Source: an optimization exercise on an open RTL-to-GDS flow (aim: small area). Production flows keep margins and buffers that such runs may drop. Function was checked by simulation only, so behaviour that the tests miss may differ from the original. Power figures rest on the tool's default switching activity, not on a simulated workload.

## flow/run.sh

```bash
#!/bin/bash
# Standard ORFS layout (the standard.sh) with these changes:
#  - synthesis maps with the ABC script in flow/abc_area.script;
#  - synthesis does not extract full/half adder cells (ADDER_MAP_FILE empty),
#    so ABC maps the adder logic itself.
#    Registers are unchanged: same count, names and cell types;
#  - the port buffers that buffer_ports inserts are sky130_fd_sc_hd__buf_1;
#  - extra make variables, one per line, from flow/make_args.txt (if any).
# Every tool's output is kept in the ORFS logs under orfs/logs/ and in
# flow_make.log here.
set -euo pipefail
rm -rf scripts_local
cp -r "$FLOW_HOME/scripts" scripts_local
cp flow/abc_area.script scripts_local/abc_area.script
extra=()
if [[ -f flow/make_args.txt ]]; then
  while IFS= read -r line; do
    [[ -n "$line" ]] && extra+=("$line")
  done < flow/make_args.txt
fi
bash standard.sh "SCRIPTS_DIR=$PWD/scripts_local" "ADDER_MAP_FILE=" \
  "BUFFER_PORTS_ARGS=-buffer_cell sky130_fd_sc_hd__buf_1" "${extra[@]}" finish > flow_make.log 2>&1
```

## flow/abc_area.script

```
strash
dch
amap -m
topo
stime -c
```

## flow/make_args.txt

```
CTS_ARGS=-sink_clustering_enable -repair_clock_nets -buf_list sky130_fd_sc_hd__clkbuf_8 -dont_use_dummy_load
```

## standard.sh

```bash
#!/bin/bash
# synth_recipe.tcl (not shown) runs the flow's synth.tcl, then flattens the netlist and writes it again
# the make line also repeats each setting of config.mk as NAME=value (left out here)
make -C /OpenROAD-flow-scripts/flow DESIGN_CONFIG=/design/flow/config.mk WORK_HOME=/design/flow/orfs CLKGATE_MAP_FILE= SYNTH_SCRIPT=/design/flow/synth_recipe.tcl "${@:-finish}"
```

## config.mk

```make
export PLATFORM = sky130hd
export DESIGN_NAME = dds_synth
export DESIGN_NICKNAME = dds_synth
export VERILOG_FILES = /design/flow/design.v
export SDC_FILE = /design/flow/constraint.sdc
export NUM_CORES = 4
export LEC_CHECK = 0
export ABC_AREA = 1
export CAP_MARGIN = 20
export CORE_MARGIN = 2
export CORE_UTILIZATION = 50
export CTS_BUF_LIST = sky130_fd_sc_hd__clkbuf_8
export GPL_TIMING_DRIVEN = 0
export SLEW_MARGIN = 20
```

## constraint.sdc

```tcl
create_clock -name core_clock -period 6.0 [get_ports {CLK}]
set_input_delay 1.2000 -clock core_clock [delete_from_list [all_inputs] [get_ports {CLK}]]
set_output_delay 1.2000 -clock core_clock [all_outputs]
set_load 0.01 [all_outputs]
```

## design.v

```verilog
module note2dds_1st_gen(
input wire CLK,
input wire RESET,
input wire [7:0] NOTE,
output wire [31:0] ADDER,
output wire ROUND
);
reg [3:0] K;
reg [3:0] S;
wire [5:0] m = NOTE[7:2];
reg [3:0] k_n;
always @(*) begin
  case (m)
    6'd0, 6'd1, 6'd2: k_n = 4'd13;
    6'd3, 6'd4, 6'd5: k_n = 4'd12;
    6'd6, 6'd7, 6'd8: k_n = 4'd11;
    6'd9, 6'd10, 6'd11: k_n = 4'd10;
    6'd12, 6'd13, 6'd14: k_n = 4'd9;
    6'd15, 6'd16, 6'd17: k_n = 4'd8;
    6'd18, 6'd19, 6'd20: k_n = 4'd7;
    6'd21, 6'd22, 6'd23: k_n = 4'd6;
    6'd24, 6'd25, 6'd26: k_n = 4'd5;
    6'd27, 6'd28, 6'd29: k_n = 4'd4;
    6'd30, 6'd31, 6'd32: k_n = 4'd3;
    6'd33, 6'd34, 6'd35: k_n = 4'd2;
    6'd36, 6'd37, 6'd38: k_n = 4'd1;
    default: k_n = 4'd0;
  endcase
end
wire [1:0] r_n = m % 3;
wire valid = NOTE < 8'd168;
always @(posedge CLK or posedge RESET) begin
  if (RESET)
    S[3:2] <= 2'b11;
  else if (valid)
    S[3:2] <= r_n;
end
always @(posedge CLK) begin
  if (valid) begin
    K <= k_n;
    S[1:0] <= NOTE[1:0];
  end
end
reg [24:0] B;
always @(*) begin
  case (S)
    4'd0: B = 25'd11506414;
    4'd1: B = 25'd12190621;
    4'd2: B = 25'd12915513;
    4'd3: B = 25'd13683509;
    4'd4: B = 25'd14497173;
    4'd5: B = 25'd15359220;
    4'd6: B = 25'd16272526;
    4'd7: B = 25'd17240141;
    4'd8: B = 25'd18265293;
    4'd9: B = 25'd19351404;
    4'd10: B = 25'd20502099;
    4'd11: B = 25'd21721217;
    default: B = 25'd0;
  endcase
end
wire [24:0] c0 = K[3] ? (B >> 8) : B;
wire [24:0] c1 = K[2] ? (c0 >> 4) : c0;
wire [24:0] c2 = K[1] ? (c1 >> 2) : c1;
wire [24:0] c3 = K[0] ? (c2 >> 1) : c2;
wire [24:0] C = c3;
assign ADDER = {8'd0, C[24:1]};
assign ROUND = C[0];
endmodule
module DDS(
input wire CLK,
input wire RESET,
input wire [31:0] ADDER,
input wire ROUND,
output wire [31:0] DDS
);
reg [31:0] P;
assign DDS = P;
wire [31:0] sum;
wire [24:0] c;
assign c[0] = ROUND;
wire [23:0] p = P[23:0] ^ ADDER[23:0];
wire [23:0] g = P[23:0] & ADDER[23:0];
wire g0c = g[0] | (p[0] & ROUND);
wire x1g = g[1] | (p[1] & g0c);
wire x1p = p[1] & p[0];
wire x2g = g[3] | (p[3] & g[2]);
wire x2p = p[3] & p[2];
wire x3g = g[5] | (p[5] & g[4]);
wire x3p = p[5] & p[4];
wire x4g = g[7] | (p[7] & g[6]);
wire x4p = p[7] & p[6];
wire x5g = g[9] | (p[9] & g[8]);
wire x5p = p[9] & p[8];
wire x6g = g[11] | (p[11] & g[10]);
wire x6p = p[11] & p[10];
wire x7g = g[13] | (p[13] & g[12]);
wire x7p = p[13] & p[12];
wire x8g = g[15] | (p[15] & g[14]);
wire x8p = p[15] & p[14];
wire x9g = g[17] | (p[17] & g[16]);
wire x9p = p[17] & p[16];
wire x10g = g[19] | (p[19] & g[18]);
wire x10p = p[19] & p[18];
wire x11g = g[21] | (p[21] & g[20]);
wire x11p = p[21] & p[20];
wire x12g = g[23] | (p[23] & g[22]);
wire x12p = p[23] & p[22];
wire x13g = x2g | (x2p & x1g);
wire x13p = x2p & x1p;
wire x14g = x4g | (x4p & x3g);
wire x14p = x4p & x3p;
wire x15g = x6g | (x6p & x5g);
wire x15p = x6p & x5p;
wire x16g = x8g | (x8p & x7g);
wire x16p = x8p & x7p;
wire x17g = x10g | (x10p & x9g);
wire x17p = x10p & x9p;
wire x18g = x12g | (x12p & x11g);
wire x18p = x12p & x11p;
wire x19g = x14g | (x14p & x13g);
wire x19p = x14p & x13p;
wire x20g = x16g | (x16p & x15g);
wire x20p = x16p & x15p;
wire x21g = x18g | (x18p & x17g);
wire x21p = x18p & x17p;
wire x22g = x20g | (x20p & x19g);
wire x22p = x20p & x19p;
wire x23g = x21g | (x21p & x22g);
wire x23p = x21p & x22p;
wire x24g = x15g | (x15p & x19g);
wire x24p = x15p & x19p;
wire x25g = x17g | (x17p & x22g);
wire x25p = x17p & x22p;
wire x26g = x3g | (x3p & x13g);
wire x26p = x3p & x13p;
wire x27g = x5g | (x5p & x19g);
wire x27p = x5p & x19p;
wire x28g = x7g | (x7p & x24g);
wire x28p = x7p & x24p;
wire x29g = x9g | (x9p & x22g);
wire x29p = x9p & x22p;
wire x30g = x11g | (x11p & x25g);
wire x30p = x11p & x25p;
wire x31g = g[2] | (p[2] & x1g);
wire x31p = p[2] & x1p;
wire x32g = g[4] | (p[4] & x13g);
wire x32p = p[4] & x13p;
wire x33g = g[6] | (p[6] & x26g);
wire x33p = p[6] & x26p;
wire x34g = g[8] | (p[8] & x19g);
wire x34p = p[8] & x19p;
wire x35g = g[10] | (p[10] & x27g);
wire x35p = p[10] & x27p;
wire x36g = g[12] | (p[12] & x24g);
wire x36p = p[12] & x24p;
wire x37g = g[14] | (p[14] & x28g);
wire x37p = p[14] & x28p;
wire x38g = g[16] | (p[16] & x22g);
wire x38p = p[16] & x22p;
wire x39g = g[18] | (p[18] & x29g);
wire x39p = p[18] & x29p;
wire x40g = g[20] | (p[20] & x25g);
wire x40p = p[20] & x25p;
wire x41g = g[22] | (p[22] & x30g);
wire x41p = p[22] & x30p;
assign c[1] = g0c;
assign c[2] = x1g;
assign c[3] = x31g;
assign c[4] = x13g;
assign c[5] = x32g;
assign c[6] = x26g;
assign c[7] = x33g;
assign c[8] = x19g;
assign c[9] = x34g;
assign c[10] = x27g;
assign c[11] = x35g;
assign c[12] = x24g;
assign c[13] = x36g;
assign c[14] = x28g;
assign c[15] = x37g;
assign c[16] = x22g;
assign c[17] = x38g;
assign c[18] = x29g;
assign c[19] = x39g;
assign c[20] = x25g;
assign c[21] = x40g;
assign c[22] = x30g;
assign c[23] = x41g;
assign c[24] = x23g;
assign sum[23:0] = p ^ c[23:0];
wire [7:0] hp;
assign hp[0] = 1'b1;
genvar k;
generate for (k=1;k<8;k=k+1) begin: ginc
 assign hp[k] = hp[k-1] & P[23+k];
end endgenerate
assign sum[31:24] = P[31:24] ^ ({8{c[24]}} & hp);
always @(posedge CLK or posedge RESET)
begin
  if (RESET)
    P <= 32'd0;
  else
    P <= sum;
end
endmodule
module form_wave (
input  wire [31:0] DDS,
input  wire [2:0]  form,
output wire [31:0] WAVE
);
wire ramp = ~form[2] & ~(form[1] & form[0]);          
wire neg  = ~form[2] & ~(form[1] & form[0]) & (form[1] ? DDS[31] : form[0]);
wire sq   = (form == 3'b011) ? DDS[31] :
            (form == 3'b100) ? (DDS[31] & DDS[30]) : 1'b0;
wire [31:0] lower_or;
assign lower_or[0] = 1'b0;
wire [4:0] grp;
assign grp[0] = 1'b0;
assign grp[1] = grp[0] | (|DDS[7:0]);
assign lower_or[1] = grp[0] | (|DDS[0:0]);
assign lower_or[2] = grp[0] | (|DDS[1:0]);
assign lower_or[3] = grp[0] | (|DDS[2:0]);
assign lower_or[4] = grp[0] | (|DDS[3:0]);
assign lower_or[5] = grp[0] | (|DDS[4:0]);
assign lower_or[6] = grp[0] | (|DDS[5:0]);
assign lower_or[7] = grp[0] | (|DDS[6:0]);
assign grp[2] = grp[1] | (|DDS[15:8]);
assign lower_or[9] = grp[1] | (|DDS[8:8]);
assign lower_or[10] = grp[1] | (|DDS[9:8]);
assign lower_or[11] = grp[1] | (|DDS[10:8]);
assign lower_or[12] = grp[1] | (|DDS[11:8]);
assign lower_or[13] = grp[1] | (|DDS[12:8]);
assign lower_or[14] = grp[1] | (|DDS[13:8]);
assign lower_or[15] = grp[1] | (|DDS[14:8]);
assign lower_or[8] = grp[1];
assign grp[3] = grp[2] | (|DDS[23:16]);
assign lower_or[17] = grp[2] | (|DDS[16:16]);
assign lower_or[18] = grp[2] | (|DDS[17:16]);
assign lower_or[19] = grp[2] | (|DDS[18:16]);
assign lower_or[20] = grp[2] | (|DDS[19:16]);
assign lower_or[21] = grp[2] | (|DDS[20:16]);
assign lower_or[22] = grp[2] | (|DDS[21:16]);
assign lower_or[23] = grp[2] | (|DDS[22:16]);
assign lower_or[16] = grp[2];
assign grp[4] = grp[3] | (|DDS[31:24]);
assign lower_or[25] = grp[3] | (|DDS[24:24]);
assign lower_or[26] = grp[3] | (|DDS[25:24]);
assign lower_or[27] = grp[3] | (|DDS[26:24]);
assign lower_or[28] = grp[3] | (|DDS[27:24]);
assign lower_or[29] = grp[3] | (|DDS[28:24]);
assign lower_or[30] = grp[3] | (|DDS[29:24]);
assign lower_or[31] = grp[3] | (|DDS[30:24]);
assign lower_or[24] = grp[3];
assign WAVE = ({32{ramp}} & (DDS ^ ({32{neg}} & lower_or))) | {32{sq}};
endmodule
module dds_synth (
input  wire        CLK,
input  wire        RESET,
input  wire [7:0]  NOTE,
input  wire [2:0]  FORM,
output wire [31:0] WAVE
);
wire [31:0] ADDER;
wire        ROUND;
wire [31:0] DDS;
note2dds_1st_gen n2d (.CLK(CLK), .RESET(RESET), .NOTE(NOTE), .ADDER(ADDER), .ROUND(ROUND));
DDS dds2 (.CLK(CLK), .RESET(RESET), .ADDER(ADDER), .ROUND(ROUND), .DDS(DDS));
form_wave formw (.DDS(DDS), .form(FORM), .WAVE(WAVE));
endmodule
```

==> impl_metrics.sql, run 1 <==
INSERT INTO impl_metrics (metric_group, metric, value, unit) VALUES
('yosys', 'count_of_different_cell_masters_after_synthesis', '33', ''),
('cts', 'path_clk_slew', '0.08', 'ns'),
('cts', 'cts_tree', 'built', ''),
('power_and_ir_drop', 'powerDensity', '453', 'mW/mm^2'),
('cts', 'cts_sinks', '40', ''),
('sta', 'rsz0062_at_grt', 'yes', ''),
('placement', 'placed_area', '0.00424', 'mm^2'),
('hold_path', 'holdPathEnd', 'dds2.P[29]', ''),
('route', 'wl_per_cell', '14.6', 'um'),
('sta', 'final_period_minus_worst_setup_slack', '5.61', 'ns'),
('setup_path', 'reg2regPathDepth', '31', ''),
('setup_path', 'cpMostUsedCell', 'nor2_1', ''),
('final_layout', 'share_of_final_layout_standard_cells_stronger_than_drive_strength_1', '11.6', '%'),
('route', 'vias', '4659', ''),
('setup_path', 'criticalPathCategory', 'reg2reg', ''),
('sta', 'worst-slew-pin-transition', '0.888', 'ns'),
('yosys', 'syn-instance-count', '592', ''),
('sta', 'count_of_pins_over_their_slew_limit', '0', ''),
('setup_path', 'path_max_fanout', '17', ''),
('setup_path', 'crit_slowest_cell', 'edfxtp_1', ''),
('yosys', 'syn-cell-area', '0.00391', 'mm^2'),
('cts', 'cts-htree-levels', '2', ''),
('sta', 'setup_tns', '0', 'ns'),
('sta', 'setup_slack', '0.394', 'ns'),
('setup_path', 'cp_data_arrival_time', '5.78', 'ns'),
('final_layout', 'final_layout_net_count', '678', ''),
('yosys', 'post-synth-top-area-cell', 'dfrtp_1', ''),
('hold_path', 'min-delay-start', 'dds2.P[29]', ''),
('yosys', 'synth_async_sr_flop_share', '85.0', '%'),
('placement', 'dp.final_hpwl', '8.02', 'mm'),
('floorplanning', 'core.rowCount', '32', ''),
('setup_path', 'worstReg2RegEnd', 'dds2.P[25]', ''),
('setup_path', 'setup_crit_end_kind', 'flop', ''),
('global_routing', 'grt_start_max_net_pins', '35', ''),
('placement', 'globalplace.congestion', '0.903', ''),
('yosys', 'synth_edf_count', '6', ''),
('final_layout', 'area_growth', '18.8', '%'),
('final_layout', 'diodes', '0', ''),
('route', 'dr.first_iter.drc_count', '253', ''),
('floorplanning', 'fp.coreArea', '0.00765', 'mm^2'),
('route', 'drtAntennaViolNets', '0', ''),
('cts', 'cts_hold_buffers', '0', ''),
('sta', 'period_share', '93.4', '%'),
('setup_path', 'timing.critical_path.max_delay_family', 'compound AO/OA/AOI/OAI gates', ''),
('route', 'remaining_drcs', '0', ''),
('global_routing', 'first_global_vias', '4222', ''),
('run', 'maxCapViolCount', '0', ''),
('final_layout', 'postLayoutCoreUtil', '60.7', '%'),
('floorplanning', 'num_io_pins', '45', ''),
('setup_path', 'critical_path.startpoint_type', 'flop', ''),
('yosys', 'synth_top_cell_area_share', '20.5', '%'),
('global_routing', 'grt_antenna_before_repair', '0', ''),
('hold_path', 'hold_path_depth', '2', ''),
('run_status', 'outcome', 'complete, no violations', ''),
('final_layout', 'fill_cells', '756', ''),
('yosys', 'synth_top_flop_cell', 'dfrtp_1', ''),
('global_routing', 'grt.overflow.total', '0', ''),
('sta', 'final_hold_viol_count', '0', ''),
('floorplanning', 'die_height', '92.4', 'um'),
('final_layout', 'layout.cell_area.non_filler', '0.00464', 'mm^2'),
('global_routing', 'grtUsageTotal', '26.2', '%'),
('sta', 'slew-limit-headroom', '40.8', '%'),
('setup_path', 'timing.critical_path.required', '6.18', 'ns'),
('yosys', 'syn_nets', '605', ''),
('yosys', 'netlist_top_cells_area', 'dfrtp_1 20%, o22a_1 11%, nor2_1 11%', ''),
('sta', 'max_clock_freq', '178', 'MHz'),
('cts', 'max_root_sink_buffers', '2', ''),
('hold_path', 'hold_path.class', 'reg2reg', ''),
('yosys', 'yosysMostFrequentCell', 'nor2_1', ''),
('route', 'detailedRoute.firstPassIterationCount', '5', ''),
('cts', 'clock_latency', '0.31', 'ns');
tightest hold or removal path: stages (launching register included):
cell and delay, ns:
dfrtp_1 0.35, nor2_1 0.05, nor2_1 0.07
layer usage:
metal / vias up / GRT usage, % / share of wire, %
met1: 2132 / 36.0 / 48
met2: 136 / 42.8 / 46
li1: 2373 / - / -
met4: 0 / 8.21 / 1.7
met5: - / 0 / 0
met3: 18 / 3.74 / 4.3
per-stage QoR:
stage          hold WS, ns  total power, mW  instances
2_1_floorplan        0.474             1.43        592
3_3_place_gp         0.498             1.66        738
3_5_place_dp         0.501             1.70        741
4_1_cts              0.520             1.95        756
5_1_grt              0.542             2.31        765
6_report             0.509             2.10        765
cells by family after synthesis:
group	share of synthesized area, %
AO/OA/AOI/OAI	44.4
XOR/XNOR	0.224
buffers and inverters	5.38
flip-flops	26.5
AND/OR/NAND/NOR	23.6
final cells by class:
cell class	instances	area, um^2	area share [%]
timing repair buffer	66	335	7.22
clock buffer	5	68.8	1.48
tap	102	128	2.75
multi-input combinational	496	2850	61.4
sequential	40	1030	22.3
inverter	56	228	4.91
repair_timing:
action,in CTS,in global routing
gates resized for setup,17,39
endpoints found under the setup margin,11,17
buffers inserted,10,9
hold endpoints to repair,0,0
pin swaps,4,14
power breakdown:
| part | internal (mW) | total [mW] | switching (mW) |
|---|---|---|---|
| Combinational | 0.543 | 1.39 | 0.845 |
| Clock | 0.0752 | 0.169 | 0.0936 |
| Sequential | 0.403 | 0.547 | 0.145 |
| Total | 1.02 | 2.10 | 1.08 |
worst max-delay path by stage:
| stage | start | endpoint | slack, ns | depth (start not counted) |
|---|---|---|---|---|
| 2_1_floorplan | n2d.K[3] | dds2.P[31] | 0.34 | 33 |
| 3_3_place_gp | n2d.K[3] | dds2.P[31] | -1.13 | 33 |
| 3_5_place_dp | n2d.K[3] | dds2.P[31] | -1.18 | 33 |
| 4_1_cts | n2d.S[0] | dds2.P[31] | 0.01 | 37 |
| 5_1_grt | n2d.S[0] | dds2.P[31] | -0.17 | 38 |
| 6_report | n2d.K[3] | dds2.P[25] | 0.39 | 31 |
state kept, by name (all words and copies together), names as in the netlist:
name / flops
dds2.P: 32
n2d.S: 4
n2d.K: 4
cells in the final DEF, fill, tap and decap left out, types with 3 or more instances in the layout:
cell       n
o22ai_1   24
dfrtp_1   32
nor2_2     9
or2_0      3
o21ai_0   69
o31ai_1    6
nand2_2    4
nor2_1    99
clkinv_1  45
o21ai_1    4
a31oi_1   13
a21oi_1   46
nand3_1    6
o21a_1     8
nor2b_1    5
buf_1     43
nand2_1   80
clkbuf_8   5
clkinv_2   6
o311ai_0  10
edfxtp_1   6
o211ai_1   7
buf_4     21
nor3_2     5
a21oi_2    5
o22a_1    50
o221ai_1   5
nor3_1     8
o32ai_1    5
==> run 2, diff against run 1 <==
==> flow/abc_area.script (replaced) <==
strash
dch
amap -m -Q 0.1
topo
stime -c
--- a/config.mk
+++ b/config.mk
@@ -8,7 +8,7 @@
 export ABC_AREA = 1
 export CAP_MARGIN = 20
 export CORE_MARGIN = 2
-export CORE_UTILIZATION = 50
+export CORE_UTILIZATION = 60
 export CTS_BUF_LIST = sky130_fd_sc_hd__clkbuf_8
 export GPL_TIMING_DRIVEN = 0
 export SLEW_MARGIN = 20
==> impl_metrics.sql, run 2 <==
INSERT INTO impl_metrics (metric_group, metric, value, unit) VALUES
('route', 'remaining_drcs', '0', ''),
('yosys', 'syn_nets', '578', ''),
('power_and_ir_drop', 'p_leak', '1.58', 'nW'),
('floorplanning', 'fp.coreArea', '0.00635', 'mm^2'),
('cts', 'cts-htree-levels', '2', ''),
('power_and_ir_drop', 'p_total', '2.05', 'mW'),
('hold_path', 'min-delay-start', 'dds2.P[31]', ''),
('placement', 'globalplace.congestion', '0.940', ''),
('setup_path', 'critical-path-max-stage-delay', '0.43', 'ns'),
('global_routing', 'first_global_vias', '4137', ''),
('setup_path', 'cpMostUsedCell', 'nand2_1', ''),
('hold_path', 'hold_path_depth', '1', ''),
('route', 'detailedRoute.firstPassIterationCount', '6', ''),
('route', 'wl_per_cell', '15.3', 'um'),
('global_routing', 'grt.overflow.total', '0', ''),
('yosys', 'synth_top_family_by_area', 'compound AO/OA/AOI/OAI gates', ''),
('yosys', 'yosysMostFrequentCell', 'nor2_1', ''),
('sta', 'count_of_pins_over_their_slew_limit', '0', ''),
('yosys', 'post_synth_mux_area_share', '0', '%'),
('yosys', 'syn-instance-count', '565', ''),
('route', 'top_signal_layer_used', 'met4', ''),
('run_status', 'outcome', 'complete, no violations', ''),
('route', 'vias', '4594', ''),
('floorplanning', 'core.rowCount', '29', ''),
('yosys', 'synth.cells.most_frequent', '86 x nor2_1, 75 x nand2_1, 64 x clkinv_1', ''),
('route', 'met2_wire_len', '5.07', 'mm'),
('final_layout', 'area_growth', '14.2', '%'),
('sta', 'fin_worst_skew', '0.0304', 'ns'),
('cts', 'cts.root.buffer_cell', 'clkbuf_8', ''),
('yosys', 'synth_async_sr_flop_share', '85.0', '%'),
('final_layout', 'diodes', '0', ''),
('setup_path', 'path_max_fanout', '4', ''),
('sta', 'final_hold_viol_count', '0', ''),
('route', 'routed_via_density', '6.54', ''),
('yosys', 'ys_seq_elements', '40', ''),
('final_layout', 'most_frequent_standard_cell_in_the_layout_excluding_fill_and_tap_cells', 'nor2_1', ''),
('setup_path', 'timing.critical_path.max_delay_family', 'simple AND/OR/NAND/NOR gates', ''),
('sta', 'rsz0062_at_grt', 'yes', ''),
('yosys', 'post_synth_fa_ha_maj_area_fraction', '0', '%'),
('floorplanning', 'die_height', '85.2', 'um'),
('yosys', 'synth_simple_gate_area_share', '20.2', '%'),
('route', 'drtAntennaViolNets', '0', ''),
('yosys', 'post-synth-top-area-cell', 'dfrtp_1', ''),
('sta', 'setup_violations', '0', ''),
('setup_path', 'reg2regPathDepth', '28', ''),
('yosys', 'post_synth_xor_area_fraction', '1.11', '%'),
('final_layout', 'max_flop_register', 'dds2.P', ''),
('sta', 'max_clock_freq', '178', 'MHz'),
('final_layout', 'largest_reg_flops', '32', ''),
('floorplanning', 'floorplan.initialDensity', '62.3', '%'),
('global_routing', 'grt_antenna_before_repair', '0', ''),
('sta', 'setup_tns', '0', 'ns'),
('floorplanning', 'die_x', '85.2', 'um'),
('setup_path', 'criticalPathCategory', 'reg2out', ''),
('cts', 'path_clk_slew', '0.09', 'ns'),
('yosys', 'synth.yosys.seq_area_share', '26.1', '%'),
('cts', 'clock_latency', '0.31', 'ns'),
('power_and_ir_drop', 'ir_worst_vdd', '0.325', 'mV'),
('route', 'drt_wl_total', '10.7', 'mm'),
('yosys', 'syn-cell-area', '0.00396', 'mm^2'),
('setup_path', 'crit_slowest_cell', 'dfrtp_1', ''),
('setup_path', 'cp_data_arrival_time', '4.42', 'ns'),
('floorplanning', 'dieArea', '0.00726', 'mm^2'),
('final_layout', 'layout.cells.most_common_list', '78 x nor2_1, 74 x nand2_1, 55 x clkinv_1', ''),
('setup_path', 'critical_path.startpoint_type', 'flop', ''),
('yosys', 'yosys_warnings', '2', ''),
('final_layout', 'share_of_final_layout_standard_cells_stronger_than_drive_strength_1', '8.00', '%'),
('cts', 'cts_inserted_buffers', '5', ''),
('yosys', 'synth_top_flop_cell', 'dfrtp_1', ''),
('sta', 'final_period_minus_worst_setup_slack', '5.62', 'ns'),
('setup_path', 'setup_crit_end_kind', 'output pin', ''),
('sta', 'worst-slew-pin-transition', '0.880', 'ns'),
('cts', 'max_root_sink_buffers', '2', ''),
('route', 'wirelength_met1', '4.99', 'mm'),
('cts', 'cts_tree', 'built', ''),
('hold_path', 'holdPathEnd', 'dds2.P[31]', ''),
('yosys', 'synth_top_cell_area_share', '20.2', '%'),
('placement', 'portBuffers', '44', ''),
('global_routing', 'grt_start_max_net_pins', '35', ''),
('setup_path', 'path_buf_inv', '2', ''),
('setup_path', 'timing.critical_path.required', '4.80', 'ns'),
('setup_path', 'worstReg2RegEnd', 'dds2.P[31]', ''),
('final_layout', 'largest_registers', 'dds2.P: 32 flops, n2d.K: 4 flops, n2d.S: 4 flops', ''),
('power_and_ir_drop', 'powerDensity', '453', 'mW/mm^2'),
('placement', 'dp.final_hpwl', '7.84', 'mm'),
('route', 'dr.first_iter.drc_count', '279', ''),
('sta', 'slew-limit-headroom', '41.3', '%'),
('cts', 'cts_hold_buffers', '0', ''),
('global_routing', 'first_pass_grt_wire_length', '18.0', 'mm'),
('floorplanning', 'num_io_pins', '45', ''),
('yosys', 'synth.avg_cell_area', '7.00', 'um^2'),
('yosys', 'synth_compound_gate_area_share', '46.5', '%'),
('hold_path', 'hold_path.class', 'reg2reg', ''),
('yosys', 'count_of_different_cell_masters_after_synthesis', '40', ''),
('yosys', 'synth_edf_count', '6', ''),
('route', 'met3_wirelength', '565', 'um'),
('global_routing', 'grtUsageTotal', '29.8', '%'),
('sta', 'hold-worst-slack', '0.557', 'ns'),
('setup_path', 'timing.rr.start', 'n2d.S[2]', ''),
('sta', 'period_share', '93.7', '%'),
('final_layout', 'final_layout_net_count', '640', ''),
('cts', 'cts_sinks', '40', ''),
('yosys', 'netlist_top_cells_area', 'dfrtp_1 20%, o22a_1 11%, nor2_1 8.2%', ''),
('setup_path', 'internal_reg_to_reg_setup_slack', '0.44', 'ns'),
('run', 'maxCapViolCount', '0', '');
==> run 2: cell count changes after synthesis, moves of 3 or more <==
cell / previous run / this run
o311ai_0: 10 / 15
a31oi_1: 13 / 9
a31o_1: 0 / 4
o21ai_0: 74 / 52
a2bb2oi_1: 0 / 9
a32oi_1: 0 / 3
nor2_1: 110 / 86
nand2_1: 84 / 75
o31ai_1: 6 / 3
o2bb2ai_1: 0 / 5
a21oi_1: 51 / 32
o21a_1: 8 / 12
clkinv_1: 56 / 64
==> run 2: routing by layer <==
metal	track usage, %	vias up
li1	-	2314
met1	41.4	2127
met2	49.4	137
met3	3.40	16
met4	7.94	0
met5	0	-
==> run 2: cells by family after synthesis <==
family | after synthesis
AO/OA/AOI/OAI | 260
AND/OR/NAND/NOR | 196
buffers and inverters | 64
flip-flops | 40
XOR/XNOR | 5
==> run 2: through the flow <==
stage | cells | util [%] | cell area [um^2] | setup WS (ns)
finish | 702 | 71.1 | 4520 | 0.377
global placement | 686 | 66.4 | 4220 | -0.651
CTS | 696 | 68.7 | 4370 | 0.0393
global route | 702 | 71.1 | 4520 | -0.105
detailed placement | 689 | 67.1 | 4260 | -0.618
floorplan | 565 | - | 3960 | 0.592
==> run 2: how the worst max path moves through the flow <==
| stage | to | cells past startpoint | startpoint | slack [ns] |
|---|---|---|---|---|
| 3_5_place_dp | dds2.P[31] | 26 | n2d.K[3] | -0.62 |
| 2_1_floorplan | dds2.P[31] | 28 | n2d.K[3] | 0.59 |
| 4_1_cts | WAVE[31] | 27 | dds2.P[0] | 0.04 |
| 5_1_grt | dds2.P[31] | 32 | n2d.S[0] | -0.10 |
| 3_3_place_gp | WAVE[12] | 8 | FORM[1] | -0.65 |
| 6_report | WAVE[31] | 27 | dds2.P[0] | 0.38 |
==> run 2: power breakdown <==
group,switching (mW),total [mW],internal (mW)
clock,0.0925,0.168,0.0751
sequential,0.157,0.559,0.402
combinational,0.792,1.32,0.528
==> run 2: cell type report <==
class	count	area, um^2
timing repair buffer	55	255
sequential	40	1030
multi-input combinational	461	2810
inverter	64	253
fill	556	1830
tap	77	96.3
clock buffer	5	68.8
==> run 2: repair_timing <==
action,4_1_cts,5_1_grt
buffers inserted,2,6
setup endpoints to repair,11,20
gates resized for setup,9,25
pin swaps,1,3
==> run 3, diff against run 2 <==
==> flow/abc_area.script (replaced) <==
strash
dch
amap -m -Q 0.3
topo
stime -c
==> impl_metrics.sql, run 3 <==
INSERT INTO impl_metrics (metric_group, metric, value, unit) VALUES
('floorplanning', 'dieArea', '0.00723', 'mm^2'),
('yosys', 'post-synth-top-area-cell', 'dfrtp_1', ''),
('yosys', 'count_of_different_cell_masters_after_synthesis', '40', ''),
('yosys', 'synth_edf_count', '6', ''),
('cts', 'cts_hold_buffers', '0', ''),
('yosys', 'syn_nets', '575', ''),
('final_layout', 'largest_registers', 'dds2.P: 32 flops, n2d.K: 4 flops, n2d.S: 4 flops', ''),
('run_status', 'outcome', 'complete, no violations', ''),
('setup_path', 'worstReg2RegEnd', 'dds2.P[31]', ''),
('sta', 'slew-limit-headroom', '40.8', '%'),
('setup_path', 'cp_data_arrival_time', '5.88', 'ns'),
('global_routing', 'first_pass_grt_wire_length', '17.1', 'mm'),
('hold_path', 'hold_path.class', 'reg2reg', ''),
('floorplanning', 'die_x', '85.1', 'um'),
('setup_path', 'internal_reg_to_reg_setup_slack', '0.34', 'ns'),
('final_layout', 'largest_reg_flops', '32', ''),
('yosys', 'synth_top_cell_area_share', '20.3', '%'),
('yosys', 'synth_async_sr_flop_share', '85.0', '%'),
('setup_path', 'criticalPathCategory', 'reg2reg', ''),
('placement', 'portBuffers', '44', ''),
('yosys', 'ys_seq_elements', '40', ''),
('floorplanning', 'num_io_pins', '45', ''),
('route', 'dr.first_iter.drc_count', '260', ''),
('sta', 'worst-slew-pin-transition', '0.888', 'ns'),
('power_and_ir_drop', 'powerDensity', '453', 'mW/mm^2'),
('sta', 'period_share', '94.4', '%'),
('setup_path', 'worst-path-stages', '31', ''),
('cts', 'max_root_sink_buffers', '2', ''),
('final_layout', 'final_layout_net_count', '640', ''),
('yosys', 'synth.cells.most_frequent', '80 x nor2_1, 76 x nand2_1, 61 x clkinv_1', ''),
('yosys', 'synth_top_flop_cell', 'dfrtp_1', ''),
('global_routing', 'first_global_vias', '3827', ''),
('sta', 'fin_worst_skew', '0.0242', 'ns'),
('sta', 'max_clock_freq', '177', 'MHz'),
('final_layout', 'area_growth', '14.7', '%'),
('sta', 'count_of_pins_over_their_slew_limit', '0', ''),
('setup_path', 'critical_path.startpoint_type', 'flop', ''),
('setup_path', 'crit_path_end', 'dds2.P[31]', ''),
('placement', 'globalplace.congestion', '0.914', ''),
('setup_path', 'worstSetupStartpoint', 'n2d.S[0]', ''),
('setup_path', 'crit_slowest_cell', 'edfxtp_1', ''),
('hold_path', 'min-delay-start', 'dds2.P[27]', ''),
('final_layout', 'layout.cells.most_common_list', '76 x nand2_1, 76 x nor2_1, 54 x clkinv_1', ''),
('yosys', 'yosysMostFrequentCell', 'nor2_1', ''),
('power_and_ir_drop', 'p_leak', '1.59', 'nW'),
('route', 'drt_wl_total', '10.8', 'mm'),
('global_routing', 'grt.overflow.total', '0', ''),
('final_layout', 'fill_cells', '564', ''),
('setup_path', 'timing.critical_path.max_delay_family', 'compound AO/OA/AOI/OAI gates', ''),
('final_layout', 'diodes', '0', ''),
('power_and_ir_drop', 'p_total', '2.05', 'mW'),
('final_layout', 'max_flop_register', 'dds2.P', ''),
('setup_path', 'reg2regPathDepth', '31', ''),
('yosys', 'synth.avg_cell_area', '7.01', 'um^2'),
('cts', 'path_clk_slew', '0.08', 'ns'),
('cts', 'clock_latency', '0.30', 'ns'),
('floorplanning', 'floorplan.initialDensity', '62.1', '%'),
('yosys', 'synth.yosys.seq_area_share', '26.2', '%'),
('placement', 'dp.final_hpwl', '7.79', 'mm'),
('route', 'detailedRoute.firstPassIterationCount', '5', ''),
('floorplanning', 'core.rowCount', '29', ''),
('route', 'drtAntennaViolNets', '0', ''),
('sta', 'final_period_minus_worst_setup_slack', '5.66', 'ns'),
('route', 'routed_via_density', '6.51', ''),
('global_routing', 'grt_start_max_net_pins', '35', ''),
('setup_path', 'cpMostUsedCell', 'clkinv_1', ''),
('yosys', 'syn-instance-count', '562', ''),
('yosys', 'netlist_top_cells_area', 'dfrtp_1 20%, o22a_1 11%, nor2_1 7.6%', ''),
('power_and_ir_drop', 'ir_worst_vdd', '0.284', 'mV'),
('global_routing', 'grt_antenna_before_repair', '0', ''),
('cts', 'cts_tree', 'built', ''),
('route', 'vias', '4568', ''),
('cts', 'cts_inserted_buffers', '5', ''),
('floorplanning', 'die_height', '85.1', 'um'),
('floorplanning', 'fp.coreArea', '0.00635', 'mm^2'),
('cts', 'cts_sinks', '40', ''),
('route', 'remaining_drcs', '0', ''),
('placement', 'dp.cells', '686', ''),
('setup_path', 'setup_crit_end_kind', 'flop', ''),
('route', 'wl_per_cell', '15.3', 'um'),
('setup_path', 'path_max_fanout', '6', ''),
('setup_path', 'path_buf_inv', '4', ''),
('setup_path', 'timing.critical_path.required', '6.22', 'ns'),
('sta', 'hold-worst-slack', '0.574', 'ns'),
('sta', 'final_hold_viol_count', '0', ''),
('cts', 'cts-htree-levels', '2', ''),
('setup_path', 'timing.rr.start', 'n2d.S[0]', ''),
('final_layout', 'post_layout_nonfiller_instances', '702', ''),
('yosys', 'yosys_warnings', '2', ''),
('sta', 'setup_slack', '0.337', 'ns'),
('sta', 'setup_violations', '0', ''),
('yosys', 'syn-cell-area', '0.00394', 'mm^2'),
('final_layout', 'share_of_final_layout_standard_cells_stronger_than_drive_strength_1', '7.52', '%'),
('global_routing', 'grtUsageTotal', '28.4', '%'),
('run', 'maxCapViolCount', '0', ''),
('final_layout', 'postLayoutCoreUtil', '71.2', '%'),
('setup_path', 'critical-path-max-stage-delay', '0.43', 'ns'),
('cts', 'cts.root.buffer_cell', 'clkbuf_8', ''),
('placement', 'placement.setup.worst_slack', '-0.619', 'ns');
-- run 3: changes by cell type after synthesis, sizes merged, moves of 2 or more --
cell,delta
nor2,-6
o32ai,-2
o31ai,+2
a2bb2oi,-2
clkinv,-3
nand3,+2
o221ai,+2
a21oi,+4
-- run 3: area by class of cell --
type | instances | area, um^2 | area share, %
inverter | 61 | 248 | 5.48
sequential | 40 | 1030 | 22.9
timing repair buffer | 58 | 278 | 6.15
multi-input combinational | 461 | 2800 | 61.8
clock buffer | 5 | 68.8 | 1.52
tap | 77 | 96.3 | 2.13
-- run 3: how the worst min path moves through the flow --
stage,to,slack [ns],cells after the start
5_1_grt,dds2.P[27],0.59,2
4_1_cts,dds2.P[27],0.57,2
2_1_floorplan,dds2.P[31],0.49,1
3_5_place_dp,dds2.P[29],0.56,2
6_report,dds2.P[27],0.57,2
3_3_place_gp,dds2.P[31],0.52,1
-- run 3: power breakdown --
part           switching [mW]  leakage [nW]  internal [mW]
Sequential              0.148         0.456          0.402
Combinational           0.806          1.09          0.528
Clock                  0.0869        0.0359         0.0750
-- run 3: tightest hold or removal path, cell delays in order (launching register included) --
cell      delay, ns
dfrtp_1        0.39
clkinv_1       0.08
a21oi_1        0.07
-- run 3: through the flow --
step | cell area (um^2) | setup TNS [ns]
after floorplan | 3940 | 0
after global placement | 4200 | -7.67
after detailed placement | 4240 | -2.84
after CTS | 4340 | 0
after global routing | 4520 | -0.0973
final | 4520 | 0
-- run 3: routing by layer --
layer	part of all wire (%)	track usage, %	vias up
met3	5.8	3.79	13
met4	1.1	7.36	0
li1	-	-	2297
met2	46	44.2	175
met5	0	0	-
met1	47	41.8	2083
-- run 3: cell families (layout without fill, tap and decap cells) --
| kind of cell | count (synthesis) | in the layout | synth area share (%) |
|---|---|---|---|
| AOI/OAI and AO/OA | 260 | 260 | 46.3 |
| and+or+nand+nor | 195 | 195 | 20.3 |
| buffers and inverters | 61 | 124 | 5.81 |
| DFF | 40 | 40 | 26.2 |
| xor gates and xnor gates | 6 | 6 | 1.33 |
-- run 3: what timing repair did --
item / 4_1_cts / 5_1_grt
pin swaps: 1 / 4
cloned: 0 / 0
gates resized for setup: 9 / 22
buffers inserted: 1 / 10
setup endpoints to repair: 9 / 19
==> run 4, diff against run 3 <==
==> flow/abc_area.script (replaced) <==
strash
dch
amap -m
topo
stime -c
==> impl_metrics.sql, run 4 <==
INSERT INTO impl_metrics (metric_group, metric, value, unit) VALUES
('run_status', 'outcome', 'complete, no violations', ''),
('setup_path', 'setup_crit_end_kind', 'flop', ''),
('cts', 'cts-htree-levels', '2', ''),
('floorplanning', 'core.rowCount', '29', ''),
('setup_path', 'timing.critical_path.required', '6.18', 'ns'),
('setup_path', 'path_max_fanout', '5', ''),
('final_layout', 'layout.cells.most_common_list', '102 x nor2_1, 81 x nand2_1, 69 x o21ai_0', ''),
('setup_path', 'internal_reg_to_reg_setup_slack', '0.36', 'ns'),
('global_routing', 'grtUsageMet3', '3.93', '%'),
('placement', 'dp.final_hpwl', '7.62', 'mm'),
('final_layout', 'largest_reg_flops', '32', ''),
('setup_path', 'criticalPathCategory', 'reg2reg', ''),
('cts', 'cts_hold_buffers', '0', ''),
('floorplanning', 'floorplan.initialDensity', '61.9', '%'),
('floorplanning', 'die_height', '84.7', 'um'),
('hold_path', 'hold_path.class', 'reg2reg', ''),
('route', 'drtAntennaViolNets', '0', ''),
('cts', 'cts.root.buffer_cell', 'clkbuf_8', ''),
('global_routing', 'globalRouteMet1Util', '40.0', '%'),
('final_layout', 'area_growth', '15.5', '%'),
('setup_path', 'path_buf_inv', '3', ''),
('sta', 'worst-slew-pin-transition', '1.03', 'ns'),
('yosys', 'synth.avg_cell_area', '6.60', 'um^2'),
('sta', 'setup_violations', '0', ''),
('yosys', 'synth.yosys.seq_area_share', '26.5', '%'),
('floorplanning', 'num_io_pins', '45', ''),
('global_routing', 'grtUsageTotal', '29.4', '%'),
('yosys', 'count_of_different_cell_masters_after_synthesis', '33', ''),
('yosys', 'post-synth-top-area-cell', 'dfrtp_1', ''),
('yosys', 'yosys_warnings', '2', ''),
('cts', 'max_root_sink_buffers', '2', ''),
('hold_path', 'holdPathEnd', 'dds2.P[29]', ''),
('yosys', 'syn_nets', '605', ''),
('power_and_ir_drop', 'p_leak', '1.60', 'nW'),
('sta', 'fin_worst_skew', '0.0245', 'ns'),
('yosys', 'yosysMostFrequentCell', 'nor2_1', ''),
('floorplanning', 'dieArea', '0.00717', 'mm^2'),
('route', 'wl_per_cell', '14.8', 'um'),
('run', 'maxCapViolCount', '0', ''),
('yosys', 'synth.cells.most_frequent', '110 x nor2_1, 84 x nand2_1, 74 x o21ai_0', ''),
('setup_path', 'crit_slowest_cell', 'edfxtp_1', ''),
('cts', 'cts_sinks', '40', ''),
('route', 'detailedRoute.firstPassIterationCount', '5', ''),
('cts', 'clock_latency', '0.30', 'ns'),
('hold_path', 'min-delay-start', 'dds2.P[29]', ''),
('floorplanning', 'fp.coreArea', '0.00631', 'mm^2'),
('placement', 'globalplace.congestion', '0.913', ''),
('global_routing', 'global_routing_s_busiest_layer', 'met2', ''),
('yosys', 'syn-cell-area', '0.00391', 'mm^2'),
('global_routing', 'grt_start_max_net_pins', '35', ''),
('yosys', 'synth_async_sr_flop_share', '85.0', '%'),
('final_layout', 'share_of_final_layout_standard_cells_stronger_than_drive_strength_1', '9.19', '%'),
('global_routing', 'grt.overflow.total', '0', ''),
('sta', 'max_clock_freq', '177', 'MHz'),
('setup_path', 'timing.rr.start', 'n2d.S[1]', ''),
('power_and_ir_drop', 'ir_worst_vdd', '0.329', 'mV'),
('route', 'vias', '4684', ''),
('yosys', 'synth_top_flop_cell', 'dfrtp_1', ''),
('yosys', 'syn-instance-count', '592', ''),
('yosys', 'ys_seq_elements', '40', ''),
('setup_path', 'cpMostUsedCell', 'nor2_1', ''),
('global_routing', 'first_global_vias', '4090', ''),
('final_layout', 'largest_registers', 'dds2.P: 32 flops, n2d.K: 4 flops, n2d.S: 4 flops', ''),
('setup_path', 'cp_data_arrival_time', '5.82', 'ns'),
('final_layout', 'diodes', '0', ''),
('global_routing', 'grt_antenna_before_repair', '0', ''),
('sta', 'final_hold_viol_count', '0', ''),
('cts', 'cts_tree', 'built', ''),
('cts', 'path_clk_slew', '0.08', 'ns'),
('floorplanning', 'die_x', '84.7', 'um'),
('yosys', 'synth_edf_count', '6', '');
[run 4: power by group]
group,switching [mW],total [mW],internal [mW]
logic,0.835,1.36,0.525
clock network,0.0895,0.165,0.0751
registers,0.143,0.546,0.403
[run 4: worst max-delay path by stage]
stage,startpoint,end,cells after the start
floorplan,n2d.K[3],dds2.P[31],33
global placement,n2d.K[3],dds2.P[31],33
detailed placement,n2d.K[3],dds2.P[31],33
CTS,dds2.P[1],WAVE[31],28
global route,dds2.P[1],WAVE[31],28
finish,n2d.S[1],dds2.P[31],35
[run 4: what timing repair did]
action / 4_1_cts / 5_1_grt
pin swaps: 5 / 11
buffers inserted: 7 / 4
endpoints found under the setup margin: 10 / 25
resized for setup: 17 / 32
endpoints found under the hold margin: 0 / 0
[run 4: kinds of logic after synthesis]
kind of cell              count (synthesis)  share of synthesized area, %
buffers and inverters                    56                          5.38
and+or+nand+nor                         229                          23.6
DFF                                      40                          26.5
AOI/OAI and AO/OA                       266                          44.4
xor gates and xnor gates                  1                         0.224
[run 4: layout make-up]
cell class | instances | area, um^2
Clock buffer | 5 | 68.8
Fill cell | 537 | 1800
Inverter | 56 | 229
Multi-Input combinational cell | 496 | 2830
Sequential cell | 40 | 1030
Tap cell | 77 | 96.3
Timing Repair Buffer | 56 | 255
[run 4: metal layers]
layer	wire [um]	share of wire (%)
met1	4860	45
met5	0	0
met2	5160	48
met3	613	5.7
met4	159	1.5
[run 4: worst reg2reg max path, delay by kind of cell, from the launching register on]
family                 cells  cell delay [ns]
buffers and inverters      3             0.38
AND/OR/NAND/NOR           16             1.92
flip-flops                 1             0.50
AO/OA/AOI/OAI             16             2.76
[run 4: through the flow]
step | worst slack, ns | total power, mW | instances | TNS (ns) | area [um^2]
finish | 0.358 | 2.07 | 730 | 0 | 4510
global route | -0.0706 | 2.25 | 730 | -0.109 | 4510
CTS | 0.0151 | 1.92 | 726 | 0 | 4360
detailed placement | -1.03 | 1.69 | 714 | -7.77 | 4190
global placement | -0.941 | 1.64 | 713 | -12.09 | 4170
floorplan | 0.341 | 1.43 | 592 | 0 | 3910

## what the ideal ports hide
The results above use ideal ports. As a check the final layouts listed here were re-extracted and re-timed, cells and wires unchanged.
Step 1 (the two cells are an assumption about what drives the block):
set clk [get_ports {CLK}]
set_driving_cell -lib_cell sky130_fd_sc_hd__clkbuf_16 $clk
set_driving_cell -lib_cell sky130_fd_sc_hd__buf_2 [delete_from_list [all_inputs] $clk]
Step 2 moves the port delays by t, midway between the first and last clock arrival at a register: inputs arrive t later, outputs are due t later. That takes back most of the time a late clock gives input paths.
Slacks: no drivers / after step 1 / after step 2; pairs: no drivers / after step 1.
run | t (ns) | slack for setup (ns) | clock arrival spread, ns
run 1 | 0.327 | 0.394 / 0.394 / 0.394 | 0.027 / 0.028
run 2 | 0.328 | 0.377 / 0.345 / 0.440 | 0.030 / 0.031
run 3 | 0.321 | 0.337 / 0.337 / 0.337 | 0.024 / 0.024
run 4 | 0.321 | 0.358 / 0.339 / 0.339 | 0.025 / 0.025
After both steps every run listed still meets setup and hold. For run 4, which loses most, drivers alone change the setup slack by -0.019 ns; drivers and shift together by -0.019 ns.
